This is an optimization exercise on Yosys and OpenROAD, whose aim is small area, a short achievable clock period and few clock cycles per item, not a production implementation.
The RTL was checked by simulation tests, not by an equivalence proof against the original design.

===== flow/flow/run.sh =====
#!/bin/bash
# Standard layout, except that the port buffers are the smallest buffer and
# timing repair aims well below the clock period.
set -euo pipefail
export BUFFER_PORTS_ARGS="-buffer_cell sky130_fd_sc_hd__buf_1"
bash standard.sh SETUP_SLACK_MARGIN=6.3 finish > standard.log 2>&1

===== flow/standard.sh =====
#!/bin/bash
# synth_recipe.tcl (not shown) runs the flow's synth.tcl, then flattens the netlist and writes it again
# the make line also repeats each setting of config.mk as NAME=value (left out here)
make -C /OpenROAD-flow-scripts/flow DESIGN_CONFIG=/design/flow/config.mk WORK_HOME=/design/flow/orfs CLKGATE_MAP_FILE= SYNTH_SCRIPT=/design/flow/synth_recipe.tcl "${@:-finish}"

===== flow/config.mk =====
export PLATFORM = sky130hd
export DESIGN_NAME = xtea_top
export DESIGN_NICKNAME = xtea_top
export VERILOG_FILES = /design/flow/design.v
export SDC_FILE = /design/flow/constraint.sdc
export NUM_CORES = 4
export LEC_CHECK = 0
export CAP_MARGIN = 20
export CORE_MARGIN = 2
export CORE_UTILIZATION = 60
export CTS_CLUSTER_DIAMETER = 100
export CTS_CLUSTER_SIZE = 30
export SLEW_MARGIN = 20
export SYNTH_HIERARCHICAL = 1

===== flow/constraint.sdc =====
create_clock -name core_clock -period 10.0 [get_ports {clock}]
set_input_delay 2.0000 -clock core_clock [delete_from_list [all_inputs] [get_ports {clock}]]
set_output_delay 2.0000 -clock core_clock [all_outputs]
set_load 0.01 [all_outputs]

===== flow/design.v =====
module xtea_sx(input [31:0] b, output [31:0] s);
assign s[0] = b[5];
assign s[1] = b[6];
assign s[2] = b[7];
assign s[3] = b[8];
assign s[4] = b[0] ^ b[9];
assign s[5] = b[1] ^ b[10];
assign s[6] = b[2] ^ b[11];
assign s[7] = b[3] ^ b[12];
assign s[8] = b[4] ^ b[13];
assign s[9] = b[5] ^ b[14];
assign s[10] = b[6] ^ b[15];
assign s[11] = b[7] ^ b[16];
assign s[12] = b[8] ^ b[17];
assign s[13] = b[9] ^ b[18];
assign s[14] = b[10] ^ b[19];
assign s[15] = b[11] ^ b[20];
assign s[16] = b[12] ^ b[21];
assign s[17] = b[13] ^ b[22];
assign s[18] = b[14] ^ b[23];
assign s[19] = b[15] ^ b[24];
assign s[20] = b[16] ^ b[25];
assign s[21] = b[17] ^ b[26];
assign s[22] = b[18] ^ b[27];
assign s[23] = b[19] ^ b[28];
assign s[24] = b[20] ^ b[29];
assign s[25] = b[21] ^ b[30];
assign s[26] = b[22] ^ b[31];
assign s[27] = b[23];
assign s[28] = b[24];
assign s[29] = b[25];
assign s[30] = b[26];
assign s[31] = b[27];
endmodule
module xtea_pg1(input [31:0] s, b, input gfa, gfb, output [30:0] g, p, output p31);
assign g = s[30:0] & b[30:0] & {{15{gfb}}, {16{gfa}}};
assign p = s[30:0] ^ b[30:0];
assign p31 = s[31] ^ b[31];
endmodule
module xtea_e(input [31:0] a, k, input [30:0] p, input p31, go, output [31:0] e);
wire [31:0] hg = ({p31, p} ^ k) & {32{go}};
assign e = a ^ hg;
endmodule
module xtea_pg2(input [30:0] c, input [31:0] e, a, input cin, output [30:0] gn, pn, output p31);
assign pn[0] = ~e[0];
assign gn[0] = ~((a[0] & ~e[0]) | (e[0] & cin));
assign pn[1] = ~(e[1] ^ c[0]);
assign gn[1] = ~(a[1] & pn[1]);
assign pn[2] = e[2] ^ c[1];
assign gn[2] = ~(a[2] & pn[2]);
assign pn[3] = e[3] ^ c[2];
assign gn[3] = ~(a[3] & pn[3]);
assign pn[4] = ~(e[4] ^ c[3]);
assign gn[4] = ~(a[4] & pn[4]);
assign pn[5] = e[5] ^ c[4];
assign gn[5] = ~(a[5] & pn[5]);
assign pn[6] = ~(e[6] ^ c[5]);
assign gn[6] = ~(a[6] & pn[6]);
assign pn[7] = e[7] ^ c[6];
assign gn[7] = ~(a[7] & pn[7]);
assign pn[8] = e[8] ^ c[7];
assign gn[8] = ~(a[8] & pn[8]);
assign pn[9] = e[9] ^ c[8];
assign gn[9] = ~(a[9] & pn[9]);
assign pn[10] = ~(e[10] ^ c[9]);
assign gn[10] = ~(a[10] & pn[10]);
assign pn[11] = e[11] ^ c[10];
assign gn[11] = ~(a[11] & pn[11]);
assign pn[12] = e[12] ^ c[11];
assign gn[12] = ~(a[12] & pn[12]);
assign pn[13] = e[13] ^ c[12];
assign gn[13] = ~(a[13] & pn[13]);
assign pn[14] = ~(e[14] ^ c[13]);
assign gn[14] = ~(a[14] & pn[14]);
assign pn[15] = e[15] ^ c[14];
assign gn[15] = ~(a[15] & pn[15]);
assign pn[16] = ~(e[16] ^ c[15]);
assign gn[16] = ~(a[16] & pn[16]);
assign pn[17] = e[17] ^ c[16];
assign gn[17] = ~(a[17] & pn[17]);
assign pn[18] = ~(e[18] ^ c[17]);
assign gn[18] = ~(a[18] & pn[18]);
assign pn[19] = e[19] ^ c[18];
assign gn[19] = ~(a[19] & pn[19]);
assign pn[20] = e[20] ^ c[19];
assign gn[20] = ~(a[20] & pn[20]);
assign pn[21] = e[21] ^ c[20];
assign gn[21] = ~(a[21] & pn[21]);
assign pn[22] = ~(e[22] ^ c[21]);
assign gn[22] = ~(a[22] & pn[22]);
assign pn[23] = e[23] ^ c[22];
assign gn[23] = ~(a[23] & pn[23]);
assign pn[24] = ~(e[24] ^ c[23]);
assign gn[24] = ~(a[24] & pn[24]);
assign pn[25] = e[25] ^ c[24];
assign gn[25] = ~(a[25] & pn[25]);
assign pn[26] = ~(e[26] ^ c[25]);
assign gn[26] = ~(a[26] & pn[26]);
assign pn[27] = e[27] ^ c[26];
assign gn[27] = ~(a[27] & pn[27]);
assign pn[28] = e[28] ^ c[27];
assign gn[28] = ~(a[28] & pn[28]);
assign pn[29] = e[29] ^ c[28];
assign gn[29] = ~(a[29] & pn[29]);
assign pn[30] = ~(e[30] ^ c[29]);
assign gn[30] = ~(a[30] & pn[30]);
assign p31 = ~(e[31] ^ c[30]);
endmodule
module xtea_q(input [30:0] pn, input p31, input [31:0] d, input busy, output [31:0] q);
assign q[0] = busy ? ~pn[0] : d[0];
assign q[1] = busy ? ~pn[1] : d[1];
assign q[2] = busy ? ~pn[2] : d[2];
assign q[3] = busy ? ~pn[3] : d[3];
assign q[4] = busy ? ~pn[4] : d[4];
assign q[5] = busy ? ~pn[5] : d[5];
assign q[6] = busy ? ~pn[6] : d[6];
assign q[7] = busy ? ~pn[7] : d[7];
assign q[8] = busy ? ~pn[8] : d[8];
assign q[9] = busy ? ~pn[9] : d[9];
assign q[10] = busy ? ~pn[10] : d[10];
assign q[11] = busy ? ~pn[11] : d[11];
assign q[12] = busy ? ~pn[12] : d[12];
assign q[13] = busy ? ~pn[13] : d[13];
assign q[14] = busy ? ~pn[14] : d[14];
assign q[15] = busy ? ~pn[15] : d[15];
assign q[16] = busy ? ~pn[16] : d[16];
assign q[17] = busy ? ~pn[17] : d[17];
assign q[18] = busy ? ~pn[18] : d[18];
assign q[19] = busy ? ~pn[19] : d[19];
assign q[20] = busy ? ~pn[20] : d[20];
assign q[21] = busy ? ~pn[21] : d[21];
assign q[22] = busy ? ~pn[22] : d[22];
assign q[23] = busy ? ~pn[23] : d[23];
assign q[24] = busy ? ~pn[24] : d[24];
assign q[25] = busy ? ~pn[25] : d[25];
assign q[26] = busy ? ~pn[26] : d[26];
assign q[27] = busy ? ~pn[27] : d[27];
assign q[28] = busy ? ~pn[28] : d[28];
assign q[29] = busy ? ~pn[29] : d[29];
assign q[30] = busy ? ~pn[30] : d[30];
assign q[31] = busy ? p31 : d[31];
endmodule
module xtea_sum(input [31:0] q, input [30:0] C, input cin, output [31:0] n);
assign n[0] = q[0] ^ cin;
assign n[1] = ~(q[1] ^ C[0]);
assign n[2] = q[2] ^ C[1];
assign n[3] = q[3] ^ C[2];
assign n[4] = ~(q[4] ^ C[3]);
assign n[5] = q[5] ^ C[4];
assign n[6] = ~(q[6] ^ C[5]);
assign n[7] = q[7] ^ C[6];
assign n[8] = q[8] ^ C[7];
assign n[9] = q[9] ^ C[8];
assign n[10] = ~(q[10] ^ C[9]);
assign n[11] = q[11] ^ C[10];
assign n[12] = q[12] ^ C[11];
assign n[13] = q[13] ^ C[12];
assign n[14] = ~(q[14] ^ C[13]);
assign n[15] = q[15] ^ C[14];
assign n[16] = ~(q[16] ^ C[15]);
assign n[17] = q[17] ^ C[16];
assign n[18] = ~(q[18] ^ C[17]);
assign n[19] = q[19] ^ C[18];
assign n[20] = q[20] ^ C[19];
assign n[21] = q[21] ^ C[20];
assign n[22] = ~(q[22] ^ C[21]);
assign n[23] = q[23] ^ C[22];
assign n[24] = ~(q[24] ^ C[23]);
assign n[25] = q[25] ^ C[24];
assign n[26] = ~(q[26] ^ C[25]);
assign n[27] = q[27] ^ C[26];
assign n[28] = q[28] ^ C[27];
assign n[29] = q[29] ^ C[28];
assign n[30] = ~(q[30] ^ C[29]);
assign n[31] = q[31] ^ C[30];
endmodule
module xtea_step(input [31:0] a, b, k, d, input go, gfa, gfb, cin, busy, output [31:0] n);
wire [31:0] s, e, q;
wire [30:0] g1, p1, c, g2n, p2n, C;
wire p31, f31;
xtea_sx  SX  (.b(b), .s(s));
xtea_pg1 PG1 (.s(s), .b(b), .gfa(gfa), .gfb(gfb), .g(g1), .p(p1), .p31(f31));
xtea_pfx_bk_p0 PF (.g(g1), .p(p1), .G(c));
xtea_e   E   (.a(a), .k(k), .p(p1), .p31(f31), .go(go), .e(e));
xtea_pg2 PG2 (.c(c), .e(e), .a(a), .cin(cin), .gn(g2n), .pn(p2n), .p31(p31));
xtea_pfx_bk_p1 PS (.g(g2n), .p(p2n), .G(C));
xtea_q   Q   (.pn(p2n), .p31(p31), .d(d), .busy(busy), .q(q));
xtea_sum SUM (.q(q), .C(C), .cin(cin), .n(n));
endmodule
module xtea_add(input [31:0] x, y, input inv, output [31:0] r);
wire [31:0] yi = y ^ {32{inv}};
wire [31:0] h = x ^ yi;
wire [30:0] g = x[30:0] & yi[30:0];
wire [30:0] gc = {g[30:1], g[0] | (h[0] & inv)};
wire [30:0] G;
xtea_pfx_bk_p0 PF (.g(gc), .p(h[30:0]), .G(G));
assign r[0] = h[0] ^ inv;
assign r[1] = h[1] ^ G[0];
assign r[2] = ~(h[2] ^ G[1]);
assign r[3] = ~(h[3] ^ G[2]);
assign r[4] = h[4] ^ G[3];
assign r[5] = ~(h[5] ^ G[4]);
assign r[6] = h[6] ^ G[5];
assign r[7] = ~(h[7] ^ G[6]);
assign r[8] = ~(h[8] ^ G[7]);
assign r[9] = ~(h[9] ^ G[8]);
assign r[10] = h[10] ^ G[9];
assign r[11] = ~(h[11] ^ G[10]);
assign r[12] = ~(h[12] ^ G[11]);
assign r[13] = ~(h[13] ^ G[12]);
assign r[14] = h[14] ^ G[13];
assign r[15] = ~(h[15] ^ G[14]);
assign r[16] = h[16] ^ G[15];
assign r[17] = ~(h[17] ^ G[16]);
assign r[18] = h[18] ^ G[17];
assign r[19] = ~(h[19] ^ G[18]);
assign r[20] = ~(h[20] ^ G[19]);
assign r[21] = ~(h[21] ^ G[20]);
assign r[22] = h[22] ^ G[21];
assign r[23] = ~(h[23] ^ G[22]);
assign r[24] = h[24] ^ G[23];
assign r[25] = ~(h[25] ^ G[24]);
assign r[26] = h[26] ^ G[25];
assign r[27] = ~(h[27] ^ G[26]);
assign r[28] = ~(h[28] ^ G[27]);
assign r[29] = ~(h[29] ^ G[28]);
assign r[30] = h[30] ^ G[29];
assign r[31] = ~(h[31] ^ G[30]);
endmodule
module xtea_sadd(input [31:0] x, output [31:0] r);
wire [31:0] y = 32'h9E3779B9;
wire [31:0] h = x ^ y;
wire [30:0] g = x[30:0] & y[30:0];
wire [30:0] G;
xtea_pfx_bk_p0 PF (.g(g), .p(h[30:0]), .G(G));
assign r[0] = h[0];
assign r[1] = h[1] ^ G[0];
assign r[2] = ~(h[2] ^ G[1]);
assign r[3] = ~(h[3] ^ G[2]);
assign r[4] = h[4] ^ G[3];
assign r[5] = ~(h[5] ^ G[4]);
assign r[6] = h[6] ^ G[5];
assign r[7] = ~(h[7] ^ G[6]);
assign r[8] = ~(h[8] ^ G[7]);
assign r[9] = ~(h[9] ^ G[8]);
assign r[10] = h[10] ^ G[9];
assign r[11] = ~(h[11] ^ G[10]);
assign r[12] = ~(h[12] ^ G[11]);
assign r[13] = ~(h[13] ^ G[12]);
assign r[14] = h[14] ^ G[13];
assign r[15] = ~(h[15] ^ G[14]);
assign r[16] = h[16] ^ G[15];
assign r[17] = ~(h[17] ^ G[16]);
assign r[18] = h[18] ^ G[17];
assign r[19] = ~(h[19] ^ G[18]);
assign r[20] = ~(h[20] ^ G[19]);
assign r[21] = ~(h[21] ^ G[20]);
assign r[22] = h[22] ^ G[21];
assign r[23] = ~(h[23] ^ G[22]);
assign r[24] = h[24] ^ G[23];
assign r[25] = ~(h[25] ^ G[24]);
assign r[26] = h[26] ^ G[25];
assign r[27] = ~(h[27] ^ G[26]);
assign r[28] = ~(h[28] ^ G[27]);
assign r[29] = ~(h[29] ^ G[28]);
assign r[30] = h[30] ^ G[29];
assign r[31] = ~(h[31] ^ G[30]);
endmodule
module xtea_top(
    input clock, reset, cfg, start,
    input[127:0] data_i, key,
    output busy, ready,
    output[127:0] data_o
);
localparam [31:0] DELTA = 32'h9E3779B9;
reg        busy_r, ready_r;
reg        dec;
reg        go;       
reg        gf0a, gf0b, gf1a, gf1b;
reg [6:0]  cnt;
reg [31:0] a0, b0, a1, b1;
reg [127:0] k;
reg [31:0] s;        
reg [31:0] skr;      
reg [3:0]  ksel;     
always @(posedge clock, posedge reset)
begin
    if(reset) begin
        busy_r  <= 1'b0;
        ready_r <= 1'b0;
        go      <= 1'b0;
        gf0a    <= 1'b0;
        gf0b    <= 1'b0;
        gf1a    <= 1'b0;
        gf1b    <= 1'b0;
    end
    else begin
        busy_r  <= busy_r ? !ready_r : start;
        ready_r <= busy_r && !ready_r && (cnt == 7'd64);
        go      <= busy_r ? !ready_r && !(!dec && cnt == 7'd63) : start && cfg;
        gf0a    <= busy_r ? !ready_r && !(!dec && cnt == 7'd63) && !cnt[6] : start && cfg;
        gf0b    <= busy_r ? !ready_r && !(!dec && cnt == 7'd63) && cnt != 7'd64 : start && cfg;
        gf1a    <= busy_r ? !(!dec && cnt == 7'd63) && !cnt[6] : start && cfg;
        gf1b    <= busy_r ? !(!dec && cnt == 7'd63) && cnt[6:1] != 6'd32 : start && cfg;
    end
end
assign busy  = busy_r;
assign ready = ready_r;
wire cin = dec & go;
wire [31:0] kx = (k[ 31: 0] & {32{ksel[0]}}) | (k[ 63:32] & {32{ksel[1]}}) |
                 (k[ 95:64] & {32{ksel[2]}}) | (k[127:96] & {32{ksel[3]}});
wire [31:0] sk_next;
xtea_add SKA (.x(s), .y(kx), .inv(dec), .r(sk_next));
wire        s_upd = cnt[0] ^ dec;
wire [31:0] s_add;
xtea_sadd SDA (.x(s), .r(s_add));
wire [31:0] s_nx = s_upd ? s_add : s;
wire [1:0]  idx_next = (cnt[0] ? s_nx[12:11] : s_nx[1:0]) ^ {2{dec}};
wire [31:0] n0, n1;
xtea_step STEP0 (.a(a0), .b(b0), .k(skr), .d(data_i[ 63:32]), .go(go), .gfa(gf0a), .gfb(gf0b), .cin(cin), .busy(busy_r), .n(n0));
xtea_step STEP1 (.a(a1), .b(b1), .k(skr), .d(data_i[127:96]), .go(go), .gfa(gf1a), .gfb(gf1b), .cin(cin), .busy(busy_r), .n(n1));
always @(posedge clock)
begin
    b0 <= n0;
    b1 <= n1;
    if(!busy_r) begin
        a0   <= data_i[ 31: 0];
        a1   <= data_i[ 95:64];
        k    <= key;
        dec  <= !cfg;
        cnt  <= 7'd0;
        s    <= cfg ? DELTA : 32'h3910C8DF;
        skr  <= key[31:0];
        ksel <= cfg ? 4'b1000 : 4'b0100;
    end
    else begin
        a0   <= b0;
        a1   <= b1;
        cnt  <= cnt + 7'd1;
        skr  <= sk_next;
        s    <= s_nx;
        ksel <= 4'b0001 << idx_next;
    end
end
assign data_o = {a1, b1, a0, b0};
endmodule
module xtea_pfx_bk_p0_l1(
    input gh_1,
    input ph_1,
    input gl_1,
    output go_1,
    input gh_3,
    input ph_3,
    input gl_3,
    input pl_3,
    output go_3,
    output po_3,
    input gh_5,
    input ph_5,
    input gl_5,
    input pl_5,
    output go_5,
    output po_5,
    input gh_7,
    input ph_7,
    input gl_7,
    input pl_7,
    output go_7,
    output po_7,
    input gh_9,
    input ph_9,
    input gl_9,
    input pl_9,
    output go_9,
    output po_9,
    input gh_11,
    input ph_11,
    input gl_11,
    input pl_11,
    output go_11,
    output po_11,
    input gh_13,
    input ph_13,
    input gl_13,
    input pl_13,
    output go_13,
    output po_13,
    input gh_15,
    input ph_15,
    input gl_15,
    input pl_15,
    output go_15,
    output po_15,
    input gh_17,
    input ph_17,
    input gl_17,
    input pl_17,
    output go_17,
    output po_17,
    input gh_19,
    input ph_19,
    input gl_19,
    input pl_19,
    output go_19,
    output po_19,
    input gh_21,
    input ph_21,
    input gl_21,
    input pl_21,
    output go_21,
    output po_21,
    input gh_23,
    input ph_23,
    input gl_23,
    input pl_23,
    output go_23,
    output po_23,
    input gh_25,
    input ph_25,
    input gl_25,
    input pl_25,
    output go_25,
    output po_25,
    input gh_27,
    input ph_27,
    input gl_27,
    input pl_27,
    output go_27,
    output po_27,
    input gh_29,
    input ph_29,
    input gl_29,
    input pl_29,
    output go_29,
    output po_29
);
assign go_1 = ~(gh_1 | (ph_1 & gl_1));
assign go_3 = ~(gh_3 | (ph_3 & gl_3));
assign po_3 = ~(ph_3 & pl_3);
assign go_5 = ~(gh_5 | (ph_5 & gl_5));
assign po_5 = ~(ph_5 & pl_5);
assign go_7 = ~(gh_7 | (ph_7 & gl_7));
assign po_7 = ~(ph_7 & pl_7);
assign go_9 = ~(gh_9 | (ph_9 & gl_9));
assign po_9 = ~(ph_9 & pl_9);
assign go_11 = ~(gh_11 | (ph_11 & gl_11));
assign po_11 = ~(ph_11 & pl_11);
assign go_13 = ~(gh_13 | (ph_13 & gl_13));
assign po_13 = ~(ph_13 & pl_13);
assign go_15 = ~(gh_15 | (ph_15 & gl_15));
assign po_15 = ~(ph_15 & pl_15);
assign go_17 = ~(gh_17 | (ph_17 & gl_17));
assign po_17 = ~(ph_17 & pl_17);
assign go_19 = ~(gh_19 | (ph_19 & gl_19));
assign po_19 = ~(ph_19 & pl_19);
assign go_21 = ~(gh_21 | (ph_21 & gl_21));
assign po_21 = ~(ph_21 & pl_21);
assign go_23 = ~(gh_23 | (ph_23 & gl_23));
assign po_23 = ~(ph_23 & pl_23);
assign go_25 = ~(gh_25 | (ph_25 & gl_25));
assign po_25 = ~(ph_25 & pl_25);
assign go_27 = ~(gh_27 | (ph_27 & gl_27));
assign po_27 = ~(ph_27 & pl_27);
assign go_29 = ~(gh_29 | (ph_29 & gl_29));
assign po_29 = ~(ph_29 & pl_29);
endmodule
module xtea_pfx_bk_p0_l2(
    input gh_3,
    input ph_3,
    input gl_3,
    output go_3,
    input gh_7,
    input ph_7,
    input gl_7,
    input pl_7,
    output go_7,
    output po_7,
    input gh_11,
    input ph_11,
    input gl_11,
    input pl_11,
    output go_11,
    output po_11,
    input gh_15,
    input ph_15,
    input gl_15,
    input pl_15,
    output go_15,
    output po_15,
    input gh_19,
    input ph_19,
    input gl_19,
    input pl_19,
    output go_19,
    output po_19,
    input gh_23,
    input ph_23,
    input gl_23,
    input pl_23,
    output go_23,
    output po_23,
    input gh_27,
    input ph_27,
    input gl_27,
    input pl_27,
    output go_27,
    output po_27
);
assign go_3 = (~gh_3 | (~ph_3 & ~gl_3));
assign go_7 = (~gh_7 | (~ph_7 & ~gl_7));
assign po_7 = (~ph_7 & ~pl_7);
assign go_11 = (~gh_11 | (~ph_11 & ~gl_11));
assign po_11 = (~ph_11 & ~pl_11);
assign go_15 = (~gh_15 | (~ph_15 & ~gl_15));
assign po_15 = (~ph_15 & ~pl_15);
assign go_19 = (~gh_19 | (~ph_19 & ~gl_19));
assign po_19 = (~ph_19 & ~pl_19);
assign go_23 = (~gh_23 | (~ph_23 & ~gl_23));
assign po_23 = (~ph_23 & ~pl_23);
assign go_27 = (~gh_27 | (~ph_27 & ~gl_27));
assign po_27 = (~ph_27 & ~pl_27);
endmodule
module xtea_pfx_bk_p0_l3(
    input gh_7,
    input ph_7,
    input gl_7,
    output go_7,
    input gh_15,
    input ph_15,
    input gl_15,
    input pl_15,
    output go_15,
    output po_15,
    input gh_23,
    input ph_23,
    input gl_23,
    input pl_23,
    output go_23,
    output po_23
);
assign go_7 = ~(gh_7 | (ph_7 & gl_7));
assign go_15 = ~(gh_15 | (ph_15 & gl_15));
assign po_15 = ~(ph_15 & pl_15);
assign go_23 = ~(gh_23 | (ph_23 & gl_23));
assign po_23 = ~(ph_23 & pl_23);
endmodule
module xtea_pfx_bk_p0_l4(
    input gh_15,
    input ph_15,
    input gl_15,
    output go_15
);
assign go_15 = (~gh_15 | (~ph_15 & ~gl_15));
endmodule
module xtea_pfx_bk_p0_l5(
    input gh_23,
    input ph_23,
    input gl_23,
    output go_23
);
assign go_23 = (~gh_23 | (~ph_23 & gl_23));
endmodule
module xtea_pfx_bk_p0_l6(
    input gh_11,
    input ph_11,
    input gl_11,
    output go_11,
    input gh_19,
    input ph_19,
    input gl_19,
    output go_19,
    input gh_27,
    input ph_27,
    input gl_27,
    output go_27
);
assign go_11 = ~(gh_11 | (ph_11 & ~gl_11));
assign go_19 = ~(gh_19 | (ph_19 & gl_19));
assign go_27 = ~(gh_27 | (ph_27 & gl_27));
endmodule
module xtea_pfx_bk_p0_l7(
    input gh_5,
    input ph_5,
    input gl_5,
    output go_5,
    input gh_9,
    input ph_9,
    input gl_9,
    output go_9,
    input gh_13,
    input ph_13,
    input gl_13,
    output go_13,
    input gh_17,
    input ph_17,
    input gl_17,
    output go_17,
    input gh_21,
    input ph_21,
    input gl_21,
    output go_21,
    input gh_25,
    input ph_25,
    input gl_25,
    output go_25,
    input gh_29,
    input ph_29,
    input gl_29,
    output go_29
);
assign go_5 = (~gh_5 | (~ph_5 & gl_5));
assign go_9 = (~gh_9 | (~ph_9 & ~gl_9));
assign go_13 = (~gh_13 | (~ph_13 & ~gl_13));
assign go_17 = (~gh_17 | (~ph_17 & gl_17));
assign go_21 = (~gh_21 | (~ph_21 & ~gl_21));
assign go_25 = (~gh_25 | (~ph_25 & gl_25));
assign go_29 = (~gh_29 | (~ph_29 & ~gl_29));
endmodule
module xtea_pfx_bk_p0_l8(
    input gh_2,
    input ph_2,
    input gl_2,
    output go_2,
    input gh_4,
    input ph_4,
    input gl_4,
    output go_4,
    input gh_6,
    input ph_6,
    input gl_6,
    output go_6,
    input gh_8,
    input ph_8,
    input gl_8,
    output go_8,
    input gh_10,
    input ph_10,
    input gl_10,
    output go_10,
    input gh_12,
    input ph_12,
    input gl_12,
    output go_12,
    input gh_14,
    input ph_14,
    input gl_14,
    output go_14,
    input gh_16,
    input ph_16,
    input gl_16,
    output go_16,
    input gh_18,
    input ph_18,
    input gl_18,
    output go_18,
    input gh_20,
    input ph_20,
    input gl_20,
    output go_20,
    input gh_22,
    input ph_22,
    input gl_22,
    output go_22,
    input gh_24,
    input ph_24,
    input gl_24,
    output go_24,
    input gh_26,
    input ph_26,
    input gl_26,
    output go_26,
    input gh_28,
    input ph_28,
    input gl_28,
    output go_28,
    input gh_30,
    input ph_30,
    input gl_30,
    output go_30
);
assign go_2 = ~(gh_2 | (ph_2 & ~gl_2));
assign go_4 = ~(gh_4 | (ph_4 & gl_4));
assign go_6 = ~(gh_6 | (ph_6 & gl_6));
assign go_8 = ~(gh_8 | (ph_8 & ~gl_8));
assign go_10 = ~(gh_10 | (ph_10 & gl_10));
assign go_12 = ~(gh_12 | (ph_12 & ~gl_12));
assign go_14 = ~(gh_14 | (ph_14 & gl_14));
assign go_16 = ~(gh_16 | (ph_16 & gl_16));
assign go_18 = ~(gh_18 | (ph_18 & gl_18));
assign go_20 = ~(gh_20 | (ph_20 & ~gl_20));
assign go_22 = ~(gh_22 | (ph_22 & gl_22));
assign go_24 = ~(gh_24 | (ph_24 & gl_24));
assign go_26 = ~(gh_26 | (ph_26 & gl_26));
assign go_28 = ~(gh_28 | (ph_28 & ~gl_28));
assign go_30 = ~(gh_30 | (ph_30 & gl_30));
endmodule
module xtea_pfx_bk_p0(input [30:0] g, p, output [30:0] G);
wire G1_1, G1_3, G1_5, G1_7, G1_9, G1_11, G1_13, G1_15, G1_17, G1_19, G1_21, G1_23, G1_25, G1_27, G1_29, P1_3, P1_5, P1_7, P1_9, P1_11, P1_13, P1_15, P1_17, P1_19, P1_21, P1_23, P1_25, P1_27, P1_29, G2_3, G2_7, G2_11, G2_15, G2_19, G2_23, G2_27, P2_7, P2_11, P2_15, P2_19, P2_23, P2_27, G3_7, G3_15, G3_23, P3_15, P3_23, G4_15, G5_23, G6_11, G6_19, G6_27, G7_5, G7_9, G7_13, G7_17, G7_21, G7_25, G7_29, G8_2, G8_4, G8_6, G8_8, G8_10, G8_12, G8_14, G8_16, G8_18, G8_20, G8_22, G8_24, G8_26, G8_28, G8_30;
xtea_pfx_bk_p0_l1 L1 (.gh_1(g[1]), .ph_1(p[1]), .gl_1(g[0]), .go_1(G1_1), .gh_3(g[3]), .ph_3(p[3]), .gl_3(g[2]), .pl_3(p[2]), .go_3(G1_3), .po_3(P1_3), .gh_5(g[5]), .ph_5(p[5]), .gl_5(g[4]), .pl_5(p[4]), .go_5(G1_5), .po_5(P1_5), .gh_7(g[7]), .ph_7(p[7]), .gl_7(g[6]), .pl_7(p[6]), .go_7(G1_7), .po_7(P1_7), .gh_9(g[9]), .ph_9(p[9]), .gl_9(g[8]), .pl_9(p[8]), .go_9(G1_9), .po_9(P1_9), .gh_11(g[11]), .ph_11(p[11]), .gl_11(g[10]), .pl_11(p[10]), .go_11(G1_11), .po_11(P1_11), .gh_13(g[13]), .ph_13(p[13]), .gl_13(g[12]), .pl_13(p[12]), .go_13(G1_13), .po_13(P1_13), .gh_15(g[15]), .ph_15(p[15]), .gl_15(g[14]), .pl_15(p[14]), .go_15(G1_15), .po_15(P1_15), .gh_17(g[17]), .ph_17(p[17]), .gl_17(g[16]), .pl_17(p[16]), .go_17(G1_17), .po_17(P1_17), .gh_19(g[19]), .ph_19(p[19]), .gl_19(g[18]), .pl_19(p[18]), .go_19(G1_19), .po_19(P1_19), .gh_21(g[21]), .ph_21(p[21]), .gl_21(g[20]), .pl_21(p[20]), .go_21(G1_21), .po_21(P1_21), .gh_23(g[23]), .ph_23(p[23]), .gl_23(g[22]), .pl_23(p[22]), .go_23(G1_23), .po_23(P1_23), .gh_25(g[25]), .ph_25(p[25]), .gl_25(g[24]), .pl_25(p[24]), .go_25(G1_25), .po_25(P1_25), .gh_27(g[27]), .ph_27(p[27]), .gl_27(g[26]), .pl_27(p[26]), .go_27(G1_27), .po_27(P1_27), .gh_29(g[29]), .ph_29(p[29]), .gl_29(g[28]), .pl_29(p[28]), .go_29(G1_29), .po_29(P1_29));
xtea_pfx_bk_p0_l2 L2 (.gh_3(G1_3), .ph_3(P1_3), .gl_3(G1_1), .go_3(G2_3), .gh_7(G1_7), .ph_7(P1_7), .gl_7(G1_5), .pl_7(P1_5), .go_7(G2_7), .po_7(P2_7), .gh_11(G1_11), .ph_11(P1_11), .gl_11(G1_9), .pl_11(P1_9), .go_11(G2_11), .po_11(P2_11), .gh_15(G1_15), .ph_15(P1_15), .gl_15(G1_13), .pl_15(P1_13), .go_15(G2_15), .po_15(P2_15), .gh_19(G1_19), .ph_19(P1_19), .gl_19(G1_17), .pl_19(P1_17), .go_19(G2_19), .po_19(P2_19), .gh_23(G1_23), .ph_23(P1_23), .gl_23(G1_21), .pl_23(P1_21), .go_23(G2_23), .po_23(P2_23), .gh_27(G1_27), .ph_27(P1_27), .gl_27(G1_25), .pl_27(P1_25), .go_27(G2_27), .po_27(P2_27));
xtea_pfx_bk_p0_l3 L3 (.gh_7(G2_7), .ph_7(P2_7), .gl_7(G2_3), .go_7(G3_7), .gh_15(G2_15), .ph_15(P2_15), .gl_15(G2_11), .pl_15(P2_11), .go_15(G3_15), .po_15(P3_15), .gh_23(G2_23), .ph_23(P2_23), .gl_23(G2_19), .pl_23(P2_19), .go_23(G3_23), .po_23(P3_23));
xtea_pfx_bk_p0_l4 L4 (.gh_15(G3_15), .ph_15(P3_15), .gl_15(G3_7), .go_15(G4_15));
xtea_pfx_bk_p0_l5 L5 (.gh_23(G3_23), .ph_23(P3_23), .gl_23(G4_15), .go_23(G5_23));
xtea_pfx_bk_p0_l6 L6 (.gh_11(G2_11), .ph_11(P2_11), .gl_11(G3_7), .go_11(G6_11), .gh_19(G2_19), .ph_19(P2_19), .gl_19(G4_15), .go_19(G6_19), .gh_27(G2_27), .ph_27(P2_27), .gl_27(G5_23), .go_27(G6_27));
xtea_pfx_bk_p0_l7 L7 (.gh_5(G1_5), .ph_5(P1_5), .gl_5(G2_3), .go_5(G7_5), .gh_9(G1_9), .ph_9(P1_9), .gl_9(G3_7), .go_9(G7_9), .gh_13(G1_13), .ph_13(P1_13), .gl_13(G6_11), .go_13(G7_13), .gh_17(G1_17), .ph_17(P1_17), .gl_17(G4_15), .go_17(G7_17), .gh_21(G1_21), .ph_21(P1_21), .gl_21(G6_19), .go_21(G7_21), .gh_25(G1_25), .ph_25(P1_25), .gl_25(G5_23), .go_25(G7_25), .gh_29(G1_29), .ph_29(P1_29), .gl_29(G6_27), .go_29(G7_29));
xtea_pfx_bk_p0_l8 L8 (.gh_2(g[2]), .ph_2(p[2]), .gl_2(G1_1), .go_2(G8_2), .gh_4(g[4]), .ph_4(p[4]), .gl_4(G2_3), .go_4(G8_4), .gh_6(g[6]), .ph_6(p[6]), .gl_6(G7_5), .go_6(G8_6), .gh_8(g[8]), .ph_8(p[8]), .gl_8(G3_7), .go_8(G8_8), .gh_10(g[10]), .ph_10(p[10]), .gl_10(G7_9), .go_10(G8_10), .gh_12(g[12]), .ph_12(p[12]), .gl_12(G6_11), .go_12(G8_12), .gh_14(g[14]), .ph_14(p[14]), .gl_14(G7_13), .go_14(G8_14), .gh_16(g[16]), .ph_16(p[16]), .gl_16(G4_15), .go_16(G8_16), .gh_18(g[18]), .ph_18(p[18]), .gl_18(G7_17), .go_18(G8_18), .gh_20(g[20]), .ph_20(p[20]), .gl_20(G6_19), .go_20(G8_20), .gh_22(g[22]), .ph_22(p[22]), .gl_22(G7_21), .go_22(G8_22), .gh_24(g[24]), .ph_24(p[24]), .gl_24(G5_23), .go_24(G8_24), .gh_26(g[26]), .ph_26(p[26]), .gl_26(G7_25), .go_26(G8_26), .gh_28(g[28]), .ph_28(p[28]), .gl_28(G6_27), .go_28(G8_28), .gh_30(g[30]), .ph_30(p[30]), .gl_30(G7_29), .go_30(G8_30));
assign G[0] = g[0];
assign G[1] = G1_1;
assign G[2] = G8_2;
assign G[3] = G2_3;
assign G[4] = G8_4;
assign G[5] = G7_5;
assign G[6] = G8_6;
assign G[7] = G3_7;
assign G[8] = G8_8;
assign G[9] = G7_9;
assign G[10] = G8_10;
assign G[11] = G6_11;
assign G[12] = G8_12;
assign G[13] = G7_13;
assign G[14] = G8_14;
assign G[15] = G4_15;
assign G[16] = G8_16;
assign G[17] = G7_17;
assign G[18] = G8_18;
assign G[19] = G6_19;
assign G[20] = G8_20;
assign G[21] = G7_21;
assign G[22] = G8_22;
assign G[23] = G5_23;
assign G[24] = G8_24;
assign G[25] = G7_25;
assign G[26] = G8_26;
assign G[27] = G6_27;
assign G[28] = G8_28;
assign G[29] = G7_29;
assign G[30] = G8_30;
endmodule
module xtea_pfx_bk_p1_l1(
    input gh_1,
    input ph_1,
    input gl_1,
    output go_1,
    input gh_3,
    input ph_3,
    input gl_3,
    input pl_3,
    output go_3,
    output po_3,
    input gh_5,
    input ph_5,
    input gl_5,
    input pl_5,
    output go_5,
    output po_5,
    input gh_7,
    input ph_7,
    input gl_7,
    input pl_7,
    output go_7,
    output po_7,
    input gh_9,
    input ph_9,
    input gl_9,
    input pl_9,
    output go_9,
    output po_9,
    input gh_11,
    input ph_11,
    input gl_11,
    input pl_11,
    output go_11,
    output po_11,
    input gh_13,
    input ph_13,
    input gl_13,
    input pl_13,
    output go_13,
    output po_13,
    input gh_15,
    input ph_15,
    input gl_15,
    input pl_15,
    output go_15,
    output po_15,
    input gh_17,
    input ph_17,
    input gl_17,
    input pl_17,
    output go_17,
    output po_17,
    input gh_19,
    input ph_19,
    input gl_19,
    input pl_19,
    output go_19,
    output po_19,
    input gh_21,
    input ph_21,
    input gl_21,
    input pl_21,
    output go_21,
    output po_21,
    input gh_23,
    input ph_23,
    input gl_23,
    input pl_23,
    output go_23,
    output po_23,
    input gh_25,
    input ph_25,
    input gl_25,
    input pl_25,
    output go_25,
    output po_25,
    input gh_27,
    input ph_27,
    input gl_27,
    input pl_27,
    output go_27,
    output po_27,
    input gh_29,
    input ph_29,
    input gl_29,
    input pl_29,
    output go_29,
    output po_29
);
assign go_1 = (~gh_1 | (~ph_1 & ~gl_1));
assign go_3 = (~gh_3 | (~ph_3 & ~gl_3));
assign po_3 = (~ph_3 & ~pl_3);
assign go_5 = (~gh_5 | (~ph_5 & ~gl_5));
assign po_5 = (~ph_5 & ~pl_5);
assign go_7 = (~gh_7 | (~ph_7 & ~gl_7));
assign po_7 = (~ph_7 & ~pl_7);
assign go_9 = (~gh_9 | (~ph_9 & ~gl_9));
assign po_9 = (~ph_9 & ~pl_9);
assign go_11 = (~gh_11 | (~ph_11 & ~gl_11));
assign po_11 = (~ph_11 & ~pl_11);
assign go_13 = (~gh_13 | (~ph_13 & ~gl_13));
assign po_13 = (~ph_13 & ~pl_13);
assign go_15 = (~gh_15 | (~ph_15 & ~gl_15));
assign po_15 = (~ph_15 & ~pl_15);
assign go_17 = (~gh_17 | (~ph_17 & ~gl_17));
assign po_17 = (~ph_17 & ~pl_17);
assign go_19 = (~gh_19 | (~ph_19 & ~gl_19));
assign po_19 = (~ph_19 & ~pl_19);
assign go_21 = (~gh_21 | (~ph_21 & ~gl_21));
assign po_21 = (~ph_21 & ~pl_21);
assign go_23 = (~gh_23 | (~ph_23 & ~gl_23));
assign po_23 = (~ph_23 & ~pl_23);
assign go_25 = (~gh_25 | (~ph_25 & ~gl_25));
assign po_25 = (~ph_25 & ~pl_25);
assign go_27 = (~gh_27 | (~ph_27 & ~gl_27));
assign po_27 = (~ph_27 & ~pl_27);
assign go_29 = (~gh_29 | (~ph_29 & ~gl_29));
assign po_29 = (~ph_29 & ~pl_29);
endmodule
module xtea_pfx_bk_p1_l2(
    input gh_3,
    input ph_3,
    input gl_3,
    output go_3,
    input gh_7,
    input ph_7,
    input gl_7,
    input pl_7,
    output go_7,
    output po_7,
    input gh_11,
    input ph_11,
    input gl_11,
    input pl_11,
    output go_11,
    output po_11,
    input gh_15,
    input ph_15,
    input gl_15,
    input pl_15,
    output go_15,
    output po_15,
    input gh_19,
    input ph_19,
    input gl_19,
    input pl_19,
    output go_19,
    output po_19,
    input gh_23,
    input ph_23,
    input gl_23,
    input pl_23,
    output go_23,
    output po_23,
    input gh_27,
    input ph_27,
    input gl_27,
    input pl_27,
    output go_27,
    output po_27
);
assign go_3 = ~(gh_3 | (ph_3 & gl_3));
assign go_7 = ~(gh_7 | (ph_7 & gl_7));
assign po_7 = ~(ph_7 & pl_7);
assign go_11 = ~(gh_11 | (ph_11 & gl_11));
assign po_11 = ~(ph_11 & pl_11);
assign go_15 = ~(gh_15 | (ph_15 & gl_15));
assign po_15 = ~(ph_15 & pl_15);
assign go_19 = ~(gh_19 | (ph_19 & gl_19));
assign po_19 = ~(ph_19 & pl_19);
assign go_23 = ~(gh_23 | (ph_23 & gl_23));
assign po_23 = ~(ph_23 & pl_23);
assign go_27 = ~(gh_27 | (ph_27 & gl_27));
assign po_27 = ~(ph_27 & pl_27);
endmodule
module xtea_pfx_bk_p1_l3(
    input gh_7,
    input ph_7,
    input gl_7,
    output go_7,
    input gh_15,
    input ph_15,
    input gl_15,
    input pl_15,
    output go_15,
    output po_15,
    input gh_23,
    input ph_23,
    input gl_23,
    input pl_23,
    output go_23,
    output po_23
);
assign go_7 = (~gh_7 | (~ph_7 & ~gl_7));
assign go_15 = (~gh_15 | (~ph_15 & ~gl_15));
assign po_15 = (~ph_15 & ~pl_15);
assign go_23 = (~gh_23 | (~ph_23 & ~gl_23));
assign po_23 = (~ph_23 & ~pl_23);
endmodule
module xtea_pfx_bk_p1_l4(
    input gh_15,
    input ph_15,
    input gl_15,
    output go_15
);
assign go_15 = ~(gh_15 | (ph_15 & gl_15));
endmodule
module xtea_pfx_bk_p1_l5(
    input gh_23,
    input ph_23,
    input gl_23,
    output go_23
);
assign go_23 = ~(gh_23 | (ph_23 & ~gl_23));
endmodule
module xtea_pfx_bk_p1_l6(
    input gh_11,
    input ph_11,
    input gl_11,
    output go_11,
    input gh_19,
    input ph_19,
    input gl_19,
    output go_19,
    input gh_27,
    input ph_27,
    input gl_27,
    output go_27
);
assign go_11 = (~gh_11 | (~ph_11 & gl_11));
assign go_19 = (~gh_19 | (~ph_19 & ~gl_19));
assign go_27 = (~gh_27 | (~ph_27 & ~gl_27));
endmodule
module xtea_pfx_bk_p1_l7(
    input gh_5,
    input ph_5,
    input gl_5,
    output go_5,
    input gh_9,
    input ph_9,
    input gl_9,
    output go_9,
    input gh_13,
    input ph_13,
    input gl_13,
    output go_13,
    input gh_17,
    input ph_17,
    input gl_17,
    output go_17,
    input gh_21,
    input ph_21,
    input gl_21,
    output go_21,
    input gh_25,
    input ph_25,
    input gl_25,
    output go_25,
    input gh_29,
    input ph_29,
    input gl_29,
    output go_29
);
assign go_5 = ~(gh_5 | (ph_5 & ~gl_5));
assign go_9 = ~(gh_9 | (ph_9 & gl_9));
assign go_13 = ~(gh_13 | (ph_13 & gl_13));
assign go_17 = ~(gh_17 | (ph_17 & ~gl_17));
assign go_21 = ~(gh_21 | (ph_21 & gl_21));
assign go_25 = ~(gh_25 | (ph_25 & ~gl_25));
assign go_29 = ~(gh_29 | (ph_29 & gl_29));
endmodule
module xtea_pfx_bk_p1_l8(
    input gh_2,
    input ph_2,
    input gl_2,
    output go_2,
    input gh_4,
    input ph_4,
    input gl_4,
    output go_4,
    input gh_6,
    input ph_6,
    input gl_6,
    output go_6,
    input gh_8,
    input ph_8,
    input gl_8,
    output go_8,
    input gh_10,
    input ph_10,
    input gl_10,
    output go_10,
    input gh_12,
    input ph_12,
    input gl_12,
    output go_12,
    input gh_14,
    input ph_14,
    input gl_14,
    output go_14,
    input gh_16,
    input ph_16,
    input gl_16,
    output go_16,
    input gh_18,
    input ph_18,
    input gl_18,
    output go_18,
    input gh_20,
    input ph_20,
    input gl_20,
    output go_20,
    input gh_22,
    input ph_22,
    input gl_22,
    output go_22,
    input gh_24,
    input ph_24,
    input gl_24,
    output go_24,
    input gh_26,
    input ph_26,
    input gl_26,
    output go_26,
    input gh_28,
    input ph_28,
    input gl_28,
    output go_28,
    input gh_30,
    input ph_30,
    input gl_30,
    output go_30
);
assign go_2 = (~gh_2 | (~ph_2 & gl_2));
assign go_4 = (~gh_4 | (~ph_4 & ~gl_4));
assign go_6 = (~gh_6 | (~ph_6 & ~gl_6));
assign go_8 = (~gh_8 | (~ph_8 & gl_8));
assign go_10 = (~gh_10 | (~ph_10 & ~gl_10));
assign go_12 = (~gh_12 | (~ph_12 & gl_12));
assign go_14 = (~gh_14 | (~ph_14 & ~gl_14));
assign go_16 = (~gh_16 | (~ph_16 & ~gl_16));
assign go_18 = (~gh_18 | (~ph_18 & ~gl_18));
assign go_20 = (~gh_20 | (~ph_20 & gl_20));
assign go_22 = (~gh_22 | (~ph_22 & ~gl_22));
assign go_24 = (~gh_24 | (~ph_24 & ~gl_24));
assign go_26 = (~gh_26 | (~ph_26 & ~gl_26));
assign go_28 = (~gh_28 | (~ph_28 & gl_28));
assign go_30 = (~gh_30 | (~ph_30 & ~gl_30));
endmodule
module xtea_pfx_bk_p1(input [30:0] g, p, output [30:0] G);
wire G1_1, G1_3, G1_5, G1_7, G1_9, G1_11, G1_13, G1_15, G1_17, G1_19, G1_21, G1_23, G1_25, G1_27, G1_29, P1_3, P1_5, P1_7, P1_9, P1_11, P1_13, P1_15, P1_17, P1_19, P1_21, P1_23, P1_25, P1_27, P1_29, G2_3, G2_7, G2_11, G2_15, G2_19, G2_23, G2_27, P2_7, P2_11, P2_15, P2_19, P2_23, P2_27, G3_7, G3_15, G3_23, P3_15, P3_23, G4_15, G5_23, G6_11, G6_19, G6_27, G7_5, G7_9, G7_13, G7_17, G7_21, G7_25, G7_29, G8_2, G8_4, G8_6, G8_8, G8_10, G8_12, G8_14, G8_16, G8_18, G8_20, G8_22, G8_24, G8_26, G8_28, G8_30;
xtea_pfx_bk_p1_l1 L1 (.gh_1(g[1]), .ph_1(p[1]), .gl_1(g[0]), .go_1(G1_1), .gh_3(g[3]), .ph_3(p[3]), .gl_3(g[2]), .pl_3(p[2]), .go_3(G1_3), .po_3(P1_3), .gh_5(g[5]), .ph_5(p[5]), .gl_5(g[4]), .pl_5(p[4]), .go_5(G1_5), .po_5(P1_5), .gh_7(g[7]), .ph_7(p[7]), .gl_7(g[6]), .pl_7(p[6]), .go_7(G1_7), .po_7(P1_7), .gh_9(g[9]), .ph_9(p[9]), .gl_9(g[8]), .pl_9(p[8]), .go_9(G1_9), .po_9(P1_9), .gh_11(g[11]), .ph_11(p[11]), .gl_11(g[10]), .pl_11(p[10]), .go_11(G1_11), .po_11(P1_11), .gh_13(g[13]), .ph_13(p[13]), .gl_13(g[12]), .pl_13(p[12]), .go_13(G1_13), .po_13(P1_13), .gh_15(g[15]), .ph_15(p[15]), .gl_15(g[14]), .pl_15(p[14]), .go_15(G1_15), .po_15(P1_15), .gh_17(g[17]), .ph_17(p[17]), .gl_17(g[16]), .pl_17(p[16]), .go_17(G1_17), .po_17(P1_17), .gh_19(g[19]), .ph_19(p[19]), .gl_19(g[18]), .pl_19(p[18]), .go_19(G1_19), .po_19(P1_19), .gh_21(g[21]), .ph_21(p[21]), .gl_21(g[20]), .pl_21(p[20]), .go_21(G1_21), .po_21(P1_21), .gh_23(g[23]), .ph_23(p[23]), .gl_23(g[22]), .pl_23(p[22]), .go_23(G1_23), .po_23(P1_23), .gh_25(g[25]), .ph_25(p[25]), .gl_25(g[24]), .pl_25(p[24]), .go_25(G1_25), .po_25(P1_25), .gh_27(g[27]), .ph_27(p[27]), .gl_27(g[26]), .pl_27(p[26]), .go_27(G1_27), .po_27(P1_27), .gh_29(g[29]), .ph_29(p[29]), .gl_29(g[28]), .pl_29(p[28]), .go_29(G1_29), .po_29(P1_29));
xtea_pfx_bk_p1_l2 L2 (.gh_3(G1_3), .ph_3(P1_3), .gl_3(G1_1), .go_3(G2_3), .gh_7(G1_7), .ph_7(P1_7), .gl_7(G1_5), .pl_7(P1_5), .go_7(G2_7), .po_7(P2_7), .gh_11(G1_11), .ph_11(P1_11), .gl_11(G1_9), .pl_11(P1_9), .go_11(G2_11), .po_11(P2_11), .gh_15(G1_15), .ph_15(P1_15), .gl_15(G1_13), .pl_15(P1_13), .go_15(G2_15), .po_15(P2_15), .gh_19(G1_19), .ph_19(P1_19), .gl_19(G1_17), .pl_19(P1_17), .go_19(G2_19), .po_19(P2_19), .gh_23(G1_23), .ph_23(P1_23), .gl_23(G1_21), .pl_23(P1_21), .go_23(G2_23), .po_23(P2_23), .gh_27(G1_27), .ph_27(P1_27), .gl_27(G1_25), .pl_27(P1_25), .go_27(G2_27), .po_27(P2_27));
xtea_pfx_bk_p1_l3 L3 (.gh_7(G2_7), .ph_7(P2_7), .gl_7(G2_3), .go_7(G3_7), .gh_15(G2_15), .ph_15(P2_15), .gl_15(G2_11), .pl_15(P2_11), .go_15(G3_15), .po_15(P3_15), .gh_23(G2_23), .ph_23(P2_23), .gl_23(G2_19), .pl_23(P2_19), .go_23(G3_23), .po_23(P3_23));
xtea_pfx_bk_p1_l4 L4 (.gh_15(G3_15), .ph_15(P3_15), .gl_15(G3_7), .go_15(G4_15));
xtea_pfx_bk_p1_l5 L5 (.gh_23(G3_23), .ph_23(P3_23), .gl_23(G4_15), .go_23(G5_23));
xtea_pfx_bk_p1_l6 L6 (.gh_11(G2_11), .ph_11(P2_11), .gl_11(G3_7), .go_11(G6_11), .gh_19(G2_19), .ph_19(P2_19), .gl_19(G4_15), .go_19(G6_19), .gh_27(G2_27), .ph_27(P2_27), .gl_27(G5_23), .go_27(G6_27));
xtea_pfx_bk_p1_l7 L7 (.gh_5(G1_5), .ph_5(P1_5), .gl_5(G2_3), .go_5(G7_5), .gh_9(G1_9), .ph_9(P1_9), .gl_9(G3_7), .go_9(G7_9), .gh_13(G1_13), .ph_13(P1_13), .gl_13(G6_11), .go_13(G7_13), .gh_17(G1_17), .ph_17(P1_17), .gl_17(G4_15), .go_17(G7_17), .gh_21(G1_21), .ph_21(P1_21), .gl_21(G6_19), .go_21(G7_21), .gh_25(G1_25), .ph_25(P1_25), .gl_25(G5_23), .go_25(G7_25), .gh_29(G1_29), .ph_29(P1_29), .gl_29(G6_27), .go_29(G7_29));
xtea_pfx_bk_p1_l8 L8 (.gh_2(g[2]), .ph_2(p[2]), .gl_2(G1_1), .go_2(G8_2), .gh_4(g[4]), .ph_4(p[4]), .gl_4(G2_3), .go_4(G8_4), .gh_6(g[6]), .ph_6(p[6]), .gl_6(G7_5), .go_6(G8_6), .gh_8(g[8]), .ph_8(p[8]), .gl_8(G3_7), .go_8(G8_8), .gh_10(g[10]), .ph_10(p[10]), .gl_10(G7_9), .go_10(G8_10), .gh_12(g[12]), .ph_12(p[12]), .gl_12(G6_11), .go_12(G8_12), .gh_14(g[14]), .ph_14(p[14]), .gl_14(G7_13), .go_14(G8_14), .gh_16(g[16]), .ph_16(p[16]), .gl_16(G4_15), .go_16(G8_16), .gh_18(g[18]), .ph_18(p[18]), .gl_18(G7_17), .go_18(G8_18), .gh_20(g[20]), .ph_20(p[20]), .gl_20(G6_19), .go_20(G8_20), .gh_22(g[22]), .ph_22(p[22]), .gl_22(G7_21), .go_22(G8_22), .gh_24(g[24]), .ph_24(p[24]), .gl_24(G5_23), .go_24(G8_24), .gh_26(g[26]), .ph_26(p[26]), .gl_26(G7_25), .go_26(G8_26), .gh_28(g[28]), .ph_28(p[28]), .gl_28(G6_27), .go_28(G8_28), .gh_30(g[30]), .ph_30(p[30]), .gl_30(G7_29), .go_30(G8_30));
assign G[0] = g[0];
assign G[1] = G1_1;
assign G[2] = G8_2;
assign G[3] = G2_3;
assign G[4] = G8_4;
assign G[5] = G7_5;
assign G[6] = G8_6;
assign G[7] = G3_7;
assign G[8] = G8_8;
assign G[9] = G7_9;
assign G[10] = G8_10;
assign G[11] = G6_11;
assign G[12] = G8_12;
assign G[13] = G7_13;
assign G[14] = G8_14;
assign G[15] = G4_15;
assign G[16] = G8_16;
assign G[17] = G7_17;
assign G[18] = G8_18;
assign G[19] = G6_19;
assign G[20] = G8_20;
assign G[21] = G7_21;
assign G[22] = G8_22;
assign G[23] = G5_23;
assign G[24] = G8_24;
assign G[25] = G7_25;
assign G[26] = G8_26;
assign G[27] = G6_27;
assign G[28] = G8_28;
assign G[29] = G7_29;
assign G[30] = G8_30;
endmodule

==> summary.md, run 1 <==
| Metric | Value |
|---|---|
| Crit path top cell by count | `xor2_1` |
| Synth Cell Area | `21,950 um2` |
| HP Class | `flip-flop to flip-flop` |
| Total GRT Usage | `0.2665` |
| Final GP Congestion | `0.8961` |
| Htree depth | `1` |
| Later-pin clock latency in the skew report | `0.55 ns` |
| Worst-Margin Slew | `1.014 ns` |
| Via count | `15,404` |
| Place WS | `5.647 ns` |
| Input/output buffers | `389` |
| Slew headroom | `0.3239` |
| CP max FO | `5` |
| Fillers | `3,034` |
| Worst hold slack | `0.4975 ns` |
| CTS root buffer | `clkbuf_16` |
| Setup Skew | `0.03568 ns` |
| Slowest CP cell | `dfxtp_2` |
| DRT antenna net count | `0` |
| Drt wl/cell | `18.03 um` |
| Commonest non-fill, non-tap cell in the layout | `buf_1` |
| Status | `no timing/DRC/antenna violations` |
| Area of the core | `36,350 um2` |
| Worst path bufs/invs | `1` |
| Type of origin of the critical path | `flip-flop` |
| Crit path kind | `flip-flop to flip-flop` |
| Vias per cell | `5.284` |
| Setup repair after global routing missed its margin | `true` |
| Starting DRT DRC Count | `756` |
| Max Slew Vio Count | `0` |
| Max Cap Violations | `0` |
| Hold buffer count at cts | `0` |
| CP required | `10.43 ns` |
| Residual DRC | `0` |
| Setup slack after layout | `6.360 ns` |
| Critical-path cell list | `xor2_1 -> ha_1 -> nand2_1 -> nor2_2 -> nand2_1 -> o21ai_4 -> inv_1 -> o21ai_2 -> a21oi_1 -> xor2_1 -> nor2_1 -> a21oi_2 -> o21ai_2 -> a21oi_4 -> o21ai_4 -> a21oi_2 -> o21ai_1 -> xor2_1` |
| DIE AREA | `38,130 um2` |
| Row count | `70` |
| Number of global-route vias before repair | `14,535` |
| First-pass GRT wire length | `79,560 um` |
| Clock-pin slew on the worst setup and hold paths | `0.11 ns` |
| Ports | `390` |
| Initial antenna violation count | `3` |
| YS warnings | `7` |
| Final instance area | `23,620 um2` |
| Final WL | `52,550 um` |
| Final setup vio count | `0` |
| Post-DP Area | `22,220 um2` |
| CP max stage delay | `0.41 ns` |
| Final nets | `2,789` |
| TritonCTS Buffers | `16` |
| Crit end category | `flip-flop` |
| Most frequent cells in the layout | `buf_1 (389), nand2_1 (250), xor2_1 (242)` |
| Clk sinks | `339` |
| Final Hold Vio Count | `0` |
| Setup TNS | `0 ns` |
| DP HPWL | `39,550 um` |
| DRT Pass-1 Iters | `5` |
| WP data arrival | `4.07 ns` |
| Chip width | `195.3 um` |
| Clock period minus final worst setup slack | `3.640 ns` |
| Total grt overflow | `0` |
| Syn Inst Count | `2,223` |
| Area delta synth->final | `7.581%` |
| Fmax | `274.7 MHz` |
| Clock Tree Buf Depth | `3` |
| Initial Util | `0.6040` |
| Delay-heaviest family, CP | `compound AO/OA/AOI/OAI gates` |
| Largest net degree at the start of global routing | `149` |
| CTS tree | `done` |
| Die Height | `195.3 um` |
| Final period util | `0.3640` |
| Avg Synthesized Cell Area | `9.875 um2` |
| Layout cell share with drive strength beyond 1 | `0.1759` |
## layer usage
layer	vias to the layer above	part of all wire	track usage
met5	-	0.00017	0
met3	57	0.048	0.02832
met2	395	0.47	0.4503
li1	7664	-	-
met1	7286	0.46	0.3686
met4	2	0.022	0.06418
## final cells by class
| class | instances | area [um2] | share of cell area |
|---|---|---|---|
| Timing Repair Buffer | 437 | 1856 | 0.07857 |
| Antenna cell | 2 | 5.005 | 0.0002119 |
| Clock buffer | 24 | 440.4 | 0.01865 |
| Multi-Input combinational cell | 1485 | 11580 | 0.4905 |
| Inverter | 156 | 590.6 | 0.02501 |
| Clock inverter | 4 | 85.08 | 0.003603 |
| Sequential cell | 339 | 8471 | 0.3587 |
| Tap cell | 468 | 585.6 | 0.02479 |
## path summary, 6_finish.rpt
kind	startpoint	to	slack, ns	cells past startpoint
worst max register to register	b0[18]	b0[31]	6.36	18
min in group asynchronous	reset	go	1.44	2
worst min-delay path	ready_r	ready_r	0.50	1
max in group asynchronous	reset	gf1a	8.26	2
worst min register to register	ready_r	ready_r	0.50	1
worst max-delay path	b0[18]	b0[31]	6.36	18
## registers in the layout, indices dropped and copies added (netlist names), 4 cells and up
signal / count
b1: 32
ksel: 4
a1: 32
skr: 32
s: 32
a0: 32
k: 128
b0: 32
cnt: 7
## metrics by stage
| step | std cells | util |
|---|---|---|
| final | 2915 | 0.6497 |
| after global routing | 2915 | 0.6497 |
| after CTS | 2883 | 0.6315 |
| after detailed placement | 2848 | 0.6114 |
| after global placement | 2848 | 0.6114 |
| after floorplan | 2239 | - |
## repair_timing
item | in CTS | in global routing
buffers inserted | 7 | 30
resized for setup | 56 | 98
setup endpoints to repair | 40 | 24
cloned | 0 | 0
pin swaps | 3 | 38
Testbench counts, summed over its fixed seeds: cycles 21,440, ops 320.
==> inputs of run 2 (changes only) <==
--- a/flow/flow/run.sh
+++ b/flow/flow/run.sh
@@ -4,3 +4,3 @@
 set -euo pipefail
 export BUFFER_PORTS_ARGS="-buffer_cell sky130_fd_sc_hd__buf_1"
-bash standard.sh SETUP_SLACK_MARGIN=6.3 finish > standard.log 2>&1
+bash standard.sh SETUP_SLACK_MARGIN=6.45 finish > standard.log 2>&1
==> run 2 against run 1 <==
  * Non-clock buffer count grew 34
  * Clock skew shrank 0.014 ns
  * Flip-flop and latch count stayed put
  * Design area up 2.4%
  * Sequential share of layout area down 0.77 points
  * Utilization up 1.5 points
  * Synthesized cell count stayed put
  * Worst hold slack got worse by 0.0098 ns
==> summary.md, run 2 <==
| Metric | Value |
|---|---|
| Chip width | `195.3 um (unchanged)` |
| Layout cell share with drive strength beyond 1 | `0.2072 (+0.03131)` |
| Total grt overflow | `0 (unchanged)` |
| Setup Skew | `0.02205 ns (-0.01363 ns)` |
| Slew headroom | `0.4297 (+0.1058)` |
| HP Class | `flip-flop to flip-flop` |
| Max reg flops | `128 (unchanged)` |
| Worst-Margin Slew | `0.8523 ns (-0.1618 ns)` |
| Row count | `70 (unchanged)` |
| FF-to-FF Start | `b0[9]` |
| Crit path top cell by count | `a21oi_2` |
| Type of origin of the critical path | `flip-flop` |
| Setup TNS | `0 ns (unchanged)` |
| DIE AREA | `38,130 um2 (unchanged)` |
| Max Slew Vio Count | `0 (unchanged)` |
| Synth Cell Area | `21,950 um2 (unchanged)` |
| Initial antenna violation count | `1 (-2)` |
| Final period util | `0.3624 (-0.001634)` |
| Most frequent cells in the layout | `buf_1 (389), nand2_1 (244), xor2_1 (239)` |
| Total GRT Usage | `0.2716 (+0.005032)` |
| Via count | `15,675 (+1.8%)` |
| Critical hold path startpoint | `ready_r` |
| Later-pin clock latency in the skew report | `0.54 ns (about the same)` |
| Slowest CP cell | `ha_1` |
| Largest reg by FF count | `k` |
| Drt wl/cell | `18.49 um (+2.5%)` |
| Avg Synthesized Cell Area | `9.875 um2 (unchanged)` |
| CP max stage delay | `0.37 ns (-0.04 ns)` |
| DRT Pass-1 Iters | `5 (unchanged)` |
| CP max FO | `5 (unchanged)` |
| Final GP Congestion | `0.8766 (-2.2%)` |
| Final nets | `2,824 (+1.3%)` |
| Vias per cell | `5.312 (+0.52%)` |
| Met1 Track Usage GR | `0.3773 (+0.008705)` |
| Residual DRC | `0 (unchanged)` |
| Critical Path Stages | `20 (+2)` |
| Clock Tree Buf Depth | `3 (unchanged)` |
| Crit end category | `flip-flop` |
| Syn Inst Count | `2,223 (unchanged)` |
| Status | `no timing/DRC/antenna violations` |
| First-pass GRT wire length | `81,520 um (+2.5%)` |
| Hold path cells | `1 (unchanged)` |
| Area delta synth->final | `10.13%` |
| Starting DRT DRC Count | `731 (-3.3%)` |
| Fmax | `276.0 MHz (+0.45%)` |
| Crit path kind | `flip-flop to flip-flop` |
| Clk sinks | `339 (unchanged)` |
| Setup repair after global routing missed its margin | `true` |
| CTS tree | `done` |
| Critical-path cell list | `buf_4 -> xor2_1 -> ha_1 -> nand2_2 -> nor2_2 -> buf_4 -> a21oi_2 -> o21ai_4 -> a21oi_4 -> o21ai_2 -> a21oi_2 -> xor2_2 -> nor2_2 -> a21oi_2 -> o21ai_2 -> a21oi_4 -> o21ai_4 -> a21oi_2 -> o21ai_2 -> xor2_1` |
| Commonest non-fill, non-tap cell in the layout | `buf_1` |
| Initial Util | `0.6040 (unchanged)` |
| Clock period minus final worst setup slack | `3.624 ns (-0.01634 ns)` |
| Input/output buffers | `389 (unchanged)` |
| Worst path bufs/invs | `2 (+1)` |
| WP data arrival | `4.05 ns (-0.02 ns)` |
| Clock-pin slew on the worst setup and hold paths | `0.10 ns (about the same)` |
| Reg2reg path depth | `20 (+2)` |
| Final WL | `54,550 um (+3.8%)` |
| Hold worst-path end | `ready_r` |
| Placed Cells | `2,850 (+0.070%)` |
| Reg2reg end | `b0[31]` |
| Worst Setup SP | `b0[9]` |
| Met2 Use GR | `0.4656 (+0.01534)` |
| DRT antenna net count | `0 (unchanged)` |
| YS warnings | `7 (unchanged)` |
| Met3 GRT Util | `0.02470 (-0.003627)` |
| Grt peak-use layer | `met2` |
| CP required | `10.43 ns (about the same)` |
| Final setup vio count | `0 (unchanged)` |
| Fillers | `3,011 (-0.76%)` |
| Number of global-route vias before repair | `15,040 (+3.5%)` |
| Htree depth | `1 (unchanged)` |
| DP HPWL | `40,270 um (+1.8%)` |
| Flop2flop setup slack | `6.38 ns (+0.02 ns)` |
| Final Hold Vio Count | `0 (unchanged)` |
| Ports | `390 (unchanged)` |
| TritonCTS Buffers | `17 (+1)` |
| Die Height | `195.3 um (unchanged)` |
| Delay-heaviest family, CP | `compound AO/OA/AOI/OAI gates` |
| Finished Layout Cells | `2,951 (+1.2%)` |
| CTS root buffer | `clkbuf_16` |
| Max Cap Violations | `0 (unchanged)` |
| Area of the core | `36,350 um2 (unchanged)` |
| Largest net degree at the start of global routing | `74 (-50%)` |
[run 2: what timing repair did]
item                       CTS  global route
gates resized for setup     88           124
setup endpoints to repair   35            29
hold buffers                 0             0
pin swaps                   29            75
setup buffers               28            41
[run 2: layout make-up]
cell class              count  area, um2  share of cell area
multi-input cells        1485      11820              0.4891
flip-flops and latches    339       8486              0.3510
repair buffers            471       2126             0.08793
inverters                 156      593.1             0.02453
well taps                 468      585.6             0.02422
clock buffers              21      440.4             0.01822
clock inverters             9      117.6            0.004865
diodes                      2      5.005           0.0002070
[run 2: worst max path at each step]
| stage | to | slack, ns |
|---|---|---|
| 2_1_floorplan | b0[31] | 6.46 |
| 3_3_place_gp | skr[31] | 5.84 |
| 3_5_place_dp | skr[31] | 5.79 |
| 4_1_cts | skr[31] | 6.36 |
| 5_1_grt | b0[31] | 6.21 |
| 6_report | b0[31] | 6.38 |
[run 2: routing by layer]
layer / vias to the layer above / routed length, um
met5: - / 0
met4: 0 / 1060
met3: 59 / 2279
met2: 398 / 26630
met1: 7492 / 24580
li1: 7726 / -
[run 2: per-stage QoR]
| stage | hold WS, ns | util | setup WS (ns) | cell area (um2) |
|---|---|---|---|---|
| after detailed placement | 0.4724 | 0.6121 | 5.790 | 22250 |
| after global placement | 0.4726 | 0.6121 | 5.838 | 22250 |
| after CTS | 0.4877 | 0.6419 | 6.356 | 23330 |
| final | 0.4877 | 0.6652 | 6.376 | 24180 |
| after floorplan | 0.4709 | - | 6.456 | 22040 |
| after global routing | 0.5211 | 0.6651 | 6.214 | 24170 |

static timing again, ports no longer ideal:
Ports are ideal in the flow. The routed layouts listed here were re-timed in OpenROAD. Step 1, drivers: a clkbuf_16 drives clock and a buf_2 each remaining input, both assumed. Step 2, shift: input delay + t, output delay - t, t = (earliest + latest rising clock arrival at the registers) / 2. This alone moves slack from input paths to output paths. Slacks: no drivers / after step 1 / after step 2; pairs: no drivers / after step 1.
run	t (ns)	setup WS [ns]	hold WS [ns]
run 1	0.589	6.360 / 6.360 / 6.360	0.498 / 0.498 / 0.498
run 2	0.583	6.376 / 6.376 / 6.376	0.488 / 0.488 / 0.488
After both steps every run listed still meets setup and hold.
